From an optimization exercise on the open Yosys and OpenROAD flow, aimed at small area; shortcuts taken in it are not production practice. At most, simulation tests tie the RTL to the original design; equivalence was not proved.

==> inputs of 05-14 <==
Design i2c_counter_slave, start of the top module:
module i2c_counter_slave #(
    parameter [6:0] I2C_ADDR = 7'b111_1111
) (
    input  logic clk,
    input  logic reset,    
    input  logic SCL,
    input  logic sda_i,
    output logic sda_o,
    output logic sda_oe,
    output [7:0]  fnd_data,
    output [3:0]  fnd_com,
    output [15:0] led
);
    logic [2:0] scl_pipe, sda_pipe;
    logic       scl_sync, sda_sync, scl_prev, sda_prev;
    function automatic logic maj3(input logic [2:0] v);
        maj3 = (v[0] & v[1]) | (v[1] & v[2]) | (v[0] & v[2]);
    endfunction
    always_ff @(posedge clk or posedge reset) begin
        if (reset) begin
            scl_pipe <= 3'b111;
            sda_pipe <= 3'b111;
            scl_sync <= 1'b1;
            sda_sync <= 1'b1;
            scl_prev <= 1'b1;
            sda_prev <= 1'b1;
        end else begin
            scl_pipe <= {scl_pipe[1:0], SCL};
            sda_pipe <= {sda_pipe[1:0], sda_i};
            scl_sync <= maj3(scl_pipe);
            sda_sync <= maj3(sda_pipe);
            scl_prev <= scl_sync;
            sda_prev <= sda_sync;
        end
    end
    wire scl_rise = scl_sync & ~scl_prev;
    wire scl_fall = ~scl_sync & scl_prev;
    wire start    = scl_sync & sda_prev & ~sda_sync;
    wire stop     = scl_sync & ~sda_prev & sda_sync;
    wire start_nx = maj3(scl_pipe) & sda_sync & ~maj3(sda_pipe);
    localparam logic [3:0] S_IDLE = 4'd0, S_ADDR0 = 4'd1, S_ADDR = 4'd2,
                           S_ACKA = 4'd3, S_REG = 4'd4, S_ACKR = 4'd5,
                           S_RX = 4'd6, S_ACKX = 4'd7, S_TX = 4'd8,
                           S_MACK = 4'd9;
    logic [3:0]  state;
  ...
export LEC_CHECK = 0
export CAP_MARGIN = 20
export CORE_MARGIN = 2
export CORE_UTILIZATION = 65
export CTS_BUF_LIST = sky130_fd_sc_hd__clkbuf_8
export PLACE_DENSITY = 0.75
export SLEW_MARGIN = 20
create_clock -name core_clock -period 150.0 [get_ports {clk}]
run.sh (not shown) runs the stock make flow with config.mk's settings and CLKGATE_MAP_FILE= SYNTH_SCRIPT=/design/flow/synth_recipe.tcl, a recipe that flattens the netlist after the stock synthesis.
==> inputs of 02-20, as changes to 05-14 <==
--- a/flow/design.v
+++ b/flow/design.v
@@ -9,50 +9,49 @@
     output logic sda_o,
     output logic sda_oe,
     output [7:0]  fnd_data,
     output [3:0]  fnd_com,
     output [15:0] led
 );
-    logic [2:0] scl_pipe, sda_pipe;
-    logic       scl_sync, sda_sync, scl_prev, sda_prev;
+    logic [2:0] scl_pipe_n, sda_pipe_n;
+    logic       scl_sync_n, sda_sync_n, scl_prev_n, sda_prev_n;
     function automatic logic maj3(input logic [2:0] v);
         maj3 = (v[0] & v[1]) | (v[1] & v[2]) | (v[0] & v[2]);
     endfunction
     always_ff @(posedge clk or posedge reset) begin
         if (reset) begin
-            scl_pipe <= 3'b111;
-            sda_pipe <= 3'b111;
-            scl_sync <= 1'b1;
-            sda_sync <= 1'b1;
-            scl_prev <= 1'b1;
-            sda_prev <= 1'b1;
-        end else begin
-            scl_pipe <= {scl_pipe[1:0], SCL};
-            sda_pipe <= {sda_pipe[1:0], sda_i};
-            scl_sync <= maj3(scl_pipe);
-            sda_sync <= maj3(sda_pipe);
-            scl_prev <= scl_sync;
-            sda_prev <= sda_sync;
-        end
-    end
-    wire scl_rise = scl_sync & ~scl_prev;
-    wire scl_fall = ~scl_sync & scl_prev;
-    wire start    = scl_sync & sda_prev & ~sda_sync;
-    wire stop     = scl_sync & ~sda_prev & sda_sync;
-    wire start_nx = maj3(scl_pipe) & sda_sync & ~maj3(sda_pipe);
+            scl_pipe_n <= 3'b000;
+            sda_pipe_n <= 3'b000;
+            scl_sync_n <= 1'b0;
+            sda_sync_n <= 1'b0;
+            scl_prev_n <= 1'b0;
+            sda_prev_n <= 1'b0;
+        end else begin
+            scl_pipe_n <= {scl_pipe_n[1:0], ~SCL};
+            sda_pipe_n <= {sda_pipe_n[1:0], ~sda_i};
+            scl_sync_n <= maj3(scl_pipe_n);
+            sda_sync_n <= maj3(sda_pipe_n);
+            scl_prev_n <= scl_sync_n;
+            sda_prev_n <= sda_sync_n;
+        end
+    end
+    wire scl_rise = ~scl_sync_n & scl_prev_n;
+    wire scl_fall = scl_sync_n & ~scl_prev_n;
+    wire start    = ~scl_sync_n & ~sda_prev_n & sda_sync_n;
+    wire stop     = ~scl_sync_n & sda_prev_n & ~sda_sync_n;
+    wire start_nx = ~maj3(scl_pipe_n) & ~sda_sync_n & maj3(sda_pipe_n);
     localparam logic [3:0] S_IDLE = 4'd0, S_ADDR0 = 4'd1, S_ADDR = 4'd2,
                            S_ACKA = 4'd3, S_REG = 4'd4, S_ACKR = 4'd5,
                            S_RX = 4'd6, S_ACKX = 4'd7, S_TX = 4'd8,
                            S_MACK = 4'd9;
     logic [3:0]  state;
     logic [2:0]  bc;         
     logic [1:0]  bytec;      
     logic [7:0]  sh;         
     logic [1:0]  ra;         
     logic [31:0] reg0, reg1;
-    logic [1:0]  snap0;      
     logic [32:0] wk;         
     logic [5:0]  wcnt;
     logic        wdiv;
     logic [15:0] hi;         
     logic [15:0] lo;         
     logic [3:0]  pv;         
@@ -68,13 +67,12 @@
     wire st_tx   = (state == S_TX);
     assign sda_oe = nss & (((state == S_ACKA) & addr_ok) | (state == S_ACKR) |
                            (state == S_ACKX) | st_tx);
     assign sda_o  = st_tx & wk[31];
     wire wr      = nss & (state == S_RX) & scl_fall & (bc == 3'd7);
     wire acka    = nss & scl_fall & (state == S_ACKA) & addr_ok;
-    wire rdcap   = acka & sh[0] & (ra != 2'd2);
     wire divgo   = acka & ~sh[0];
     wire txsh    = nss & scl_fall & ((st_tx & (bc != 3'd7)) |
                                      ((state == S_MACK) & ~sh[0]));
     wire cap     = start_nx & ~((state == S_RX) & (ra == 2'd0));
     always_ff @(posedge clk or posedge reset) begin
         if (reset) begin
@@ -106,13 +104,12 @@
         end
     end
     always_ff @(posedge clk) begin
         if (start) begin
             bc    <= 3'd0;
             bytec <= 2'd0;
-            snap0 <= reg0[3:2];
         end else if (!stop) begin
             if (scl_fall && (state == S_ADDR || state == S_REG ||
                              state == S_RX || state == S_TX))
                 bc <= bc + 3'd1;
             if (wr) bytec <= bytec + 2'd1;
             if (scl_rise && (state == S_ADDR || state == S_RX ||
@@ -164,28 +161,23 @@
         logic [15:0] a;
         for (int i = 0; i < 4; i++)
             a[4*i +: 4] = dv ? add3(x[4*i +: 4]) : x[4*i +: 4];
         shl = {x[32] | x[31], x[30:16], a[15], a[14:0], dv ? b : x[31]};
     endfunction
     wire [3:0] en = {~wcnt[3], wcnt[3:0] <= 4'd9, wcnt[3:0] <= 4'd11, wcnt[3:0] <= 4'd13};
-    wire [31:0] r0v = {reg0[31:4], snap0, reg0[1:0]};
+    wire rcap = start & (ra != 2'd2);
     always_ff @(posedge clk) begin
-        if (cap) begin
-            wk[31:0] <= {hi, lo};
-            wdiv     <= 1'b0;
-            wcnt     <= 6'd0;
-        end else if (rdcap || divgo) begin
-            wk       <= {1'b0, (ra == 2'd0 && sh[0]) ? r0v :
-                               (ra == 2'd1 && sh[0]) ? reg1 : 32'd0};
+        if (cap || rcap || divgo) begin
+            wk       <= {1'b0, cap ? {hi, lo} :
+                               (rcap && ra == 2'd0) ? reg0 :
+                               (rcap && ra == 2'd1) ? reg1 : 32'd0};
             wdiv     <= divgo;
-            wcnt     <= {1'b0, ~divgo, 4'd0};
-        end else if (txsh) begin
-            wk       <= shl(wk, 1'b0, 1'b0);
-        end else if (wdiv && !wcnt[5]) begin
-            wk       <= shl(wk, reg1[~wcnt[4:0]], 1'b1);
-            wcnt     <= wcnt + 6'd1;
+            wcnt     <= {1'b0, rcap, 4'd0};
+        end else if (txsh || (wdiv && !wcnt[5])) begin
+            wk       <= shl(wk, reg1[~wcnt[4:0]], wdiv);
+            if (wdiv) wcnt <= wcnt + 6'd1;
         end else if (!wdiv && !wcnt[4]) begin
             wk[31:0] <= half_step(half_step(wk[31:0], en), en);
             wcnt     <= wcnt + 6'd1;
         end
     end
     function automatic logic [4:0] bcd_step(input logic [3:0] d, input logic up);
@@ -247,13 +239,21 @@
             pv <= tick1k ? 4'd1 : pv + 4'd1;
             if (tick1k) pw <= (pw == 7'd99) ? 7'd0 : pw + 7'd1;
         end
     end
     assign led = hi;
     wire [1:0] dsel = pw[1:0];
-    wire [3:0] digit = lo[4*dsel +: 4];
+    logic [3:0] digit;
+    always_comb begin
+        case (dsel)
+            2'd0: digit = lo[3:0];
+            2'd1: digit = lo[7:4];
+            2'd2: digit = lo[11:8];
+            default: digit = lo[15:12];
+        endcase
+    end
     logic [7:0] seg;
     always_comb begin
         case (digit)
             4'd0: seg = 8'hC0;
             4'd1: seg = 8'hF9;
             4'd2: seg = 8'hA4;
==> flow/flow/run.sh (new file) <==
#!/bin/bash
# The standard layout with three changes to how the layout is built:
#  * the port buffers are the smallest buffer cell (sky130_fd_sc_hd__buf_1)
#    instead of the delay buffer buffer_ports picks by default;
#  * before detailed placement the resizer's power recovery downsizes cells
#    that have timing slack to spare (flow/downsize.tcl);
#  * clock tree synthesis inserts no dummy loads (the clock buffers are the
#    same clkbuf_8 the flow settings ask for).
# Synthesis is the unchanged standard synthesis. Each step's full output
# goes to its own log file in this folder.
set -euo pipefail
here=$(pwd)
bash standard.sh synth > synth_make.log 2>&1
BUFFER_PORTS_ARGS="-buffer_cell sky130_fd_sc_hd__buf_1" \
PRE_DETAIL_PLACE_TCL="$here/flow/downsize.tcl" \
CTS_ARGS="-sink_clustering_enable -repair_clock_nets -buf_list sky130_fd_sc_hd__clkbuf_8 -dont_use_dummy_load" \
  bash standard.sh finish > layout_make.log 2>&1
==> flow/flow/downsize.tcl (new file) <==
# Runs before detailed placement: with the clock period far above every path
# delay, let the resizer's power recovery move cells to their smallest sizes
# that still meet timing (registers keep their cell type).
source $::env(PLATFORM_DIR)/setRC.tcl
set_dont_use $::env(DONT_USE_CELLS)
estimate_parasitics -placement
repair_timing -recover_power 100
==> flow/standard.sh (new file) <==
#!/bin/bash
# synth_recipe.tcl (not shown) runs the flow's synth.tcl, then flattens the netlist and writes it again
# the make line also repeats each setting of config.mk as NAME=value (left out here)
make -C /OpenROAD-flow-scripts/flow DESIGN_CONFIG=/design/flow/config.mk WORK_HOME=/design/flow/orfs CLKGATE_MAP_FILE= SYNTH_SCRIPT=/design/flow/synth_recipe.tcl "${@:-finish}"
ABC_AREA = 1   (was not set)
CORE_UTILIZATION = 75   (was 65)
PLACE_DENSITY = 0.85   (was 0.75)
removed: flow/run.sh
==> inputs of 05-21, as changes to 05-14 <==
--- a/flow/design.v
+++ b/flow/design.v
@@ -9,50 +9,49 @@
     output logic sda_o,
     output logic sda_oe,
     output [7:0]  fnd_data,
     output [3:0]  fnd_com,
     output [15:0] led
 );
-    logic [2:0] scl_pipe, sda_pipe;
-    logic       scl_sync, sda_sync, scl_prev, sda_prev;
+    logic [2:0] scl_pipe_n, sda_pipe_n;
+    logic       scl_sync_n, sda_sync_n, scl_prev_n, sda_prev_n;
     function automatic logic maj3(input logic [2:0] v);
         maj3 = (v[0] & v[1]) | (v[1] & v[2]) | (v[0] & v[2]);
     endfunction
     always_ff @(posedge clk or posedge reset) begin
         if (reset) begin
-            scl_pipe <= 3'b111;
-            sda_pipe <= 3'b111;
-            scl_sync <= 1'b1;
-            sda_sync <= 1'b1;
-            scl_prev <= 1'b1;
-            sda_prev <= 1'b1;
-        end else begin
-            scl_pipe <= {scl_pipe[1:0], SCL};
-            sda_pipe <= {sda_pipe[1:0], sda_i};
-            scl_sync <= maj3(scl_pipe);
-            sda_sync <= maj3(sda_pipe);
-            scl_prev <= scl_sync;
-            sda_prev <= sda_sync;
-        end
-    end
-    wire scl_rise = scl_sync & ~scl_prev;
-    wire scl_fall = ~scl_sync & scl_prev;
-    wire start    = scl_sync & sda_prev & ~sda_sync;
-    wire stop     = scl_sync & ~sda_prev & sda_sync;
-    wire start_nx = maj3(scl_pipe) & sda_sync & ~maj3(sda_pipe);
+            scl_pipe_n <= 3'b000;
+            sda_pipe_n <= 3'b000;
+            scl_sync_n <= 1'b0;
+            sda_sync_n <= 1'b0;
+            scl_prev_n <= 1'b0;
+            sda_prev_n <= 1'b0;
+        end else begin
+            scl_pipe_n <= {scl_pipe_n[1:0], ~SCL};
+            sda_pipe_n <= {sda_pipe_n[1:0], ~sda_i};
+            scl_sync_n <= maj3(scl_pipe_n);
+            sda_sync_n <= maj3(sda_pipe_n);
+            scl_prev_n <= scl_sync_n;
+            sda_prev_n <= sda_sync_n;
+        end
+    end
+    wire scl_rise = ~scl_sync_n & scl_prev_n;
+    wire scl_fall = scl_sync_n & ~scl_prev_n;
+    wire start    = ~scl_sync_n & ~sda_prev_n & sda_sync_n;
+    wire stop     = ~scl_sync_n & sda_prev_n & ~sda_sync_n;
+    wire start_nx = ~maj3(scl_pipe_n) & ~sda_sync_n & maj3(sda_pipe_n);
     localparam logic [3:0] S_IDLE = 4'd0, S_ADDR0 = 4'd1, S_ADDR = 4'd2,
                            S_ACKA = 4'd3, S_REG = 4'd4, S_ACKR = 4'd5,
                            S_RX = 4'd6, S_ACKX = 4'd7, S_TX = 4'd8,
                            S_MACK = 4'd9;
     logic [3:0]  state;
     logic [2:0]  bc;         
     logic [1:0]  bytec;      
     logic [7:0]  sh;         
     logic [1:0]  ra;         
     logic [31:0] reg0, reg1;
-    logic [1:0]  snap0;      
     logic [32:0] wk;         
     logic [5:0]  wcnt;
     logic        wdiv;
     logic [15:0] hi;         
     logic [15:0] lo;         
     logic [3:0]  pv;         
@@ -68,13 +67,12 @@
     wire st_tx   = (state == S_TX);
     assign sda_oe = nss & (((state == S_ACKA) & addr_ok) | (state == S_ACKR) |
                            (state == S_ACKX) | st_tx);
     assign sda_o  = st_tx & wk[31];
     wire wr      = nss & (state == S_RX) & scl_fall & (bc == 3'd7);
     wire acka    = nss & scl_fall & (state == S_ACKA) & addr_ok;
-    wire rdcap   = acka & sh[0] & (ra != 2'd2);
     wire divgo   = acka & ~sh[0];
     wire txsh    = nss & scl_fall & ((st_tx & (bc != 3'd7)) |
                                      ((state == S_MACK) & ~sh[0]));
     wire cap     = start_nx & ~((state == S_RX) & (ra == 2'd0));
     always_ff @(posedge clk or posedge reset) begin
         if (reset) begin
@@ -106,13 +104,12 @@
         end
     end
     always_ff @(posedge clk) begin
         if (start) begin
             bc    <= 3'd0;
             bytec <= 2'd0;
-            snap0 <= reg0[3:2];
         end else if (!stop) begin
             if (scl_fall && (state == S_ADDR || state == S_REG ||
                              state == S_RX || state == S_TX))
                 bc <= bc + 3'd1;
             if (wr) bytec <= bytec + 2'd1;
             if (scl_rise && (state == S_ADDR || state == S_RX ||
@@ -164,28 +161,23 @@
         logic [15:0] a;
         for (int i = 0; i < 4; i++)
             a[4*i +: 4] = dv ? add3(x[4*i +: 4]) : x[4*i +: 4];
         shl = {x[32] | x[31], x[30:16], a[15], a[14:0], dv ? b : x[31]};
     endfunction
     wire [3:0] en = {~wcnt[3], wcnt[3:0] <= 4'd9, wcnt[3:0] <= 4'd11, wcnt[3:0] <= 4'd13};
-    wire [31:0] r0v = {reg0[31:4], snap0, reg0[1:0]};
+    wire rcap = start & (ra != 2'd2);
     always_ff @(posedge clk) begin
-        if (cap) begin
-            wk[31:0] <= {hi, lo};
-            wdiv     <= 1'b0;
-            wcnt     <= 6'd0;
-        end else if (rdcap || divgo) begin
-            wk       <= {1'b0, (ra == 2'd0 && sh[0]) ? r0v :
-                               (ra == 2'd1 && sh[0]) ? reg1 : 32'd0};
+        if (cap || rcap || divgo) begin
+            wk       <= {1'b0, cap ? {hi, lo} :
+                               (rcap && ra == 2'd0) ? reg0 :
+                               (rcap && ra == 2'd1) ? reg1 : 32'd0};
             wdiv     <= divgo;
-            wcnt     <= {1'b0, ~divgo, 4'd0};
-        end else if (txsh) begin
-            wk       <= shl(wk, 1'b0, 1'b0);
-        end else if (wdiv && !wcnt[5]) begin
-            wk       <= shl(wk, reg1[~wcnt[4:0]], 1'b1);
-            wcnt     <= wcnt + 6'd1;
+            wcnt     <= {1'b0, rcap, 4'd0};
+        end else if (txsh || (wdiv && !wcnt[5])) begin
+            wk       <= shl(wk, reg1[~wcnt[4:0]], wdiv);
+            if (wdiv) wcnt <= wcnt + 6'd1;
         end else if (!wdiv && !wcnt[4]) begin
             wk[31:0] <= half_step(half_step(wk[31:0], en), en);
             wcnt     <= wcnt + 6'd1;
         end
     end
     function automatic logic [4:0] bcd_step(input logic [3:0] d, input logic up);
@@ -247,13 +239,21 @@
             pv <= tick1k ? 4'd1 : pv + 4'd1;
             if (tick1k) pw <= (pw == 7'd99) ? 7'd0 : pw + 7'd1;
         end
     end
     assign led = hi;
     wire [1:0] dsel = pw[1:0];
-    wire [3:0] digit = lo[4*dsel +: 4];
+    logic [3:0] digit;
+    always_comb begin
+        case (dsel)
+            2'd0: digit = lo[3:0];
+            2'd1: digit = lo[7:4];
+            2'd2: digit = lo[11:8];
+            default: digit = lo[15:12];
+        endcase
+    end
     logic [7:0] seg;
     always_comb begin
         case (digit)
             4'd0: seg = 8'hC0;
             4'd1: seg = 8'hF9;
             4'd2: seg = 8'hA4;
==> flow/flow/run.sh (new file) <==
#!/bin/bash
# The standard layout with two changes to how the layout is built:
#  * the port buffers are the smallest buffer cell (sky130_fd_sc_hd__buf_1)
#    instead of the delay buffer buffer_ports picks by default;
#  * clock tree synthesis inserts no dummy loads (the clock buffers are the
#    same clkbuf_8 the flow settings ask for).
# Synthesis is the unchanged standard synthesis. Each step's full output
# goes to its own log file in this folder.
set -euo pipefail
bash standard.sh synth > synth_make.log 2>&1
BUFFER_PORTS_ARGS="-buffer_cell sky130_fd_sc_hd__buf_1" \
CTS_ARGS="-sink_clustering_enable -repair_clock_nets -buf_list sky130_fd_sc_hd__clkbuf_8 -dont_use_dummy_load" \
  bash standard.sh finish > layout_make.log 2>&1
==> flow/standard.sh (new file) <==
#!/bin/bash
# synth_recipe.tcl (not shown) runs the flow's synth.tcl, then flattens the netlist and writes it again
# the make line also repeats each setting of config.mk as NAME=value (left out here)
make -C /OpenROAD-flow-scripts/flow DESIGN_CONFIG=/design/flow/config.mk WORK_HOME=/design/flow/orfs CLKGATE_MAP_FILE= SYNTH_SCRIPT=/design/flow/synth_recipe.tcl "${@:-finish}"
ABC_AREA = 1   (was not set)
CORE_UTILIZATION = 75   (was 65)
PLACE_DENSITY = 0.85   (was 0.75)
removed: flow/run.sh
==> inputs of 12-17, as changes to 05-14 <==
CTS_BUF_LIST = sky130_fd_sc_hd__clkbuf_4 sky130_fd_sc_hd__clkbuf_8   (was sky130_fd_sc_hd__clkbuf_8)
CTS_CLUSTER_SIZE = 8   (was not set)
==> impl_metrics.env <==
export IMPL_status="no timing/DRC/antenna violations"
export IMPL_ff2ff_setup_slack_ns=146.35
export IMPL_worstPathArrival_ns=2.98
export IMPL_multiInputGateArea_um2=6192
export IMPL_r2r_start="wcnt[0]"
export IMPL_yosys_area_share_simple=0.1683
export IMPL_synth_area_leaders="dfrtp_1 25%, edfxtp_1 11%, mux2_2 8.0%"
export IMPL_synth_top_area_frac=0.2502
export IMPL_cp_endpoint="fnd_data[3]"
export IMPL_routed_wl_met3_mm=2.325
export IMPL_rows=48
export IMPL_synth_xor_area_frac=0.03178
export IMPL_hold_ws_ns=0.3512
export IMPL_cp_depth=7
(the above is from 12-17)
==> impl_metrics.env <==
export IMPL_synth_area_leaders="dfrtp_1 30%, edfxtp_1 12%, nand2_1 9.2%"
export IMPL_r2r_start="state[0]"
export IMPL_routed_wl_met3_mm=3.556
export IMPL_multiInputGateArea_um2=5000
export IMPL_cp_depth=9
export IMPL_non_clock_inverter_count=156
export IMPL_synth_xor_area_frac=0.02200
export IMPL_hold_ws_ns=0.3921
export IMPL_ff2ff_setup_slack_ns=146.51
export IMPL_wl_met1_mm=11.07
export IMPL_status="no timing/DRC/antenna violations"
export IMPL_rows=42
export IMPL_dieArea_um2=14760
export IMPL_worstPathArrival_ns=2.66
export IMPL_yosys_area_share_simple=0.2148
(the above is from 05-21)
==> impl_metrics.env <==
export IMPL_status="no timing/DRC/antenna violations"
export IMPL_synth_top_area_frac=0.2973
export IMPL_cp_endpoint="fnd_data[1]"
export IMPL_rows=42
export IMPL_synth_xor_area_frac=0.02200
export IMPL_ff2ff_setup_slack_ns=145.78
export IMPL_hold_ws_ns=0.3897
export IMPL_cp_depth=9
export IMPL_worstPathArrival_ns=2.61
(the above is from 02-20)
==> impl_metrics.env <==
export IMPL_synth_top_area_frac=0.2502
export IMPL_cp_depth=7
export IMPL_yosys_area_share_simple=0.1683
export IMPL_hpwl_mm=20.95
export IMPL_synth_area_leaders="dfrtp_1 25%, edfxtp_1 11%, mux2_2 8.0%"
export IMPL_hold_class="flop to flop"
export IMPL_grtUsageMet2=0.5255
export IMPL_synth_xor_area_frac=0.03178
export IMPL_worstPathArrival_ns=2.98
export IMPL_routed_wl_met3_mm=2.325
export IMPL_multiInputGateArea_um2=6192
export IMPL_hold_ws_ns=0.3512
export IMPL_status="no timing/DRC/antenna violations"
export IMPL_crit_buf_inv=2
export IMPL_cp_endpoint="fnd_data[3]"
export IMPL_r2r_start="wcnt[0]"
(the above is from 05-14)
For 05-14 and 12-17, only the layout was checked, not whether the RTL still works.

-- re-timing with driven ports --
The flow's constraints put no driver on any port. The routed layouts listed below were extracted and timed again, unchanged, in two steps. Step 1, drivers: a clkbuf_16 drives clk and a buf_2 each remaining input, both assumed. Step 2 times the ports against the registers' clock, not the clock port: input delays grow and output delays shrink by t, the midpoint of the rising clock arrivals with the driver on. Three values: ideal, step 1, step 2; two values: the first two.
run | shift t [ns] | setup WS [ns] | slew at the worst register clock pin (ns)
05-14 | 0.498 | 117.023 / 116.983 / 117.481 | 0.12 / 0.12
02-20 | 0.501 | 117.390 / 117.350 / 117.851 | 0.09 / 0.09
05-21 | 0.501 | 117.337 / 117.295 / 117.796 | 0.09 / 0.09
12-17 | 0.498 | 117.023 / 116.983 / 117.481 | 0.12 / 0.12
After both steps setup and hold are still met in every run listed.
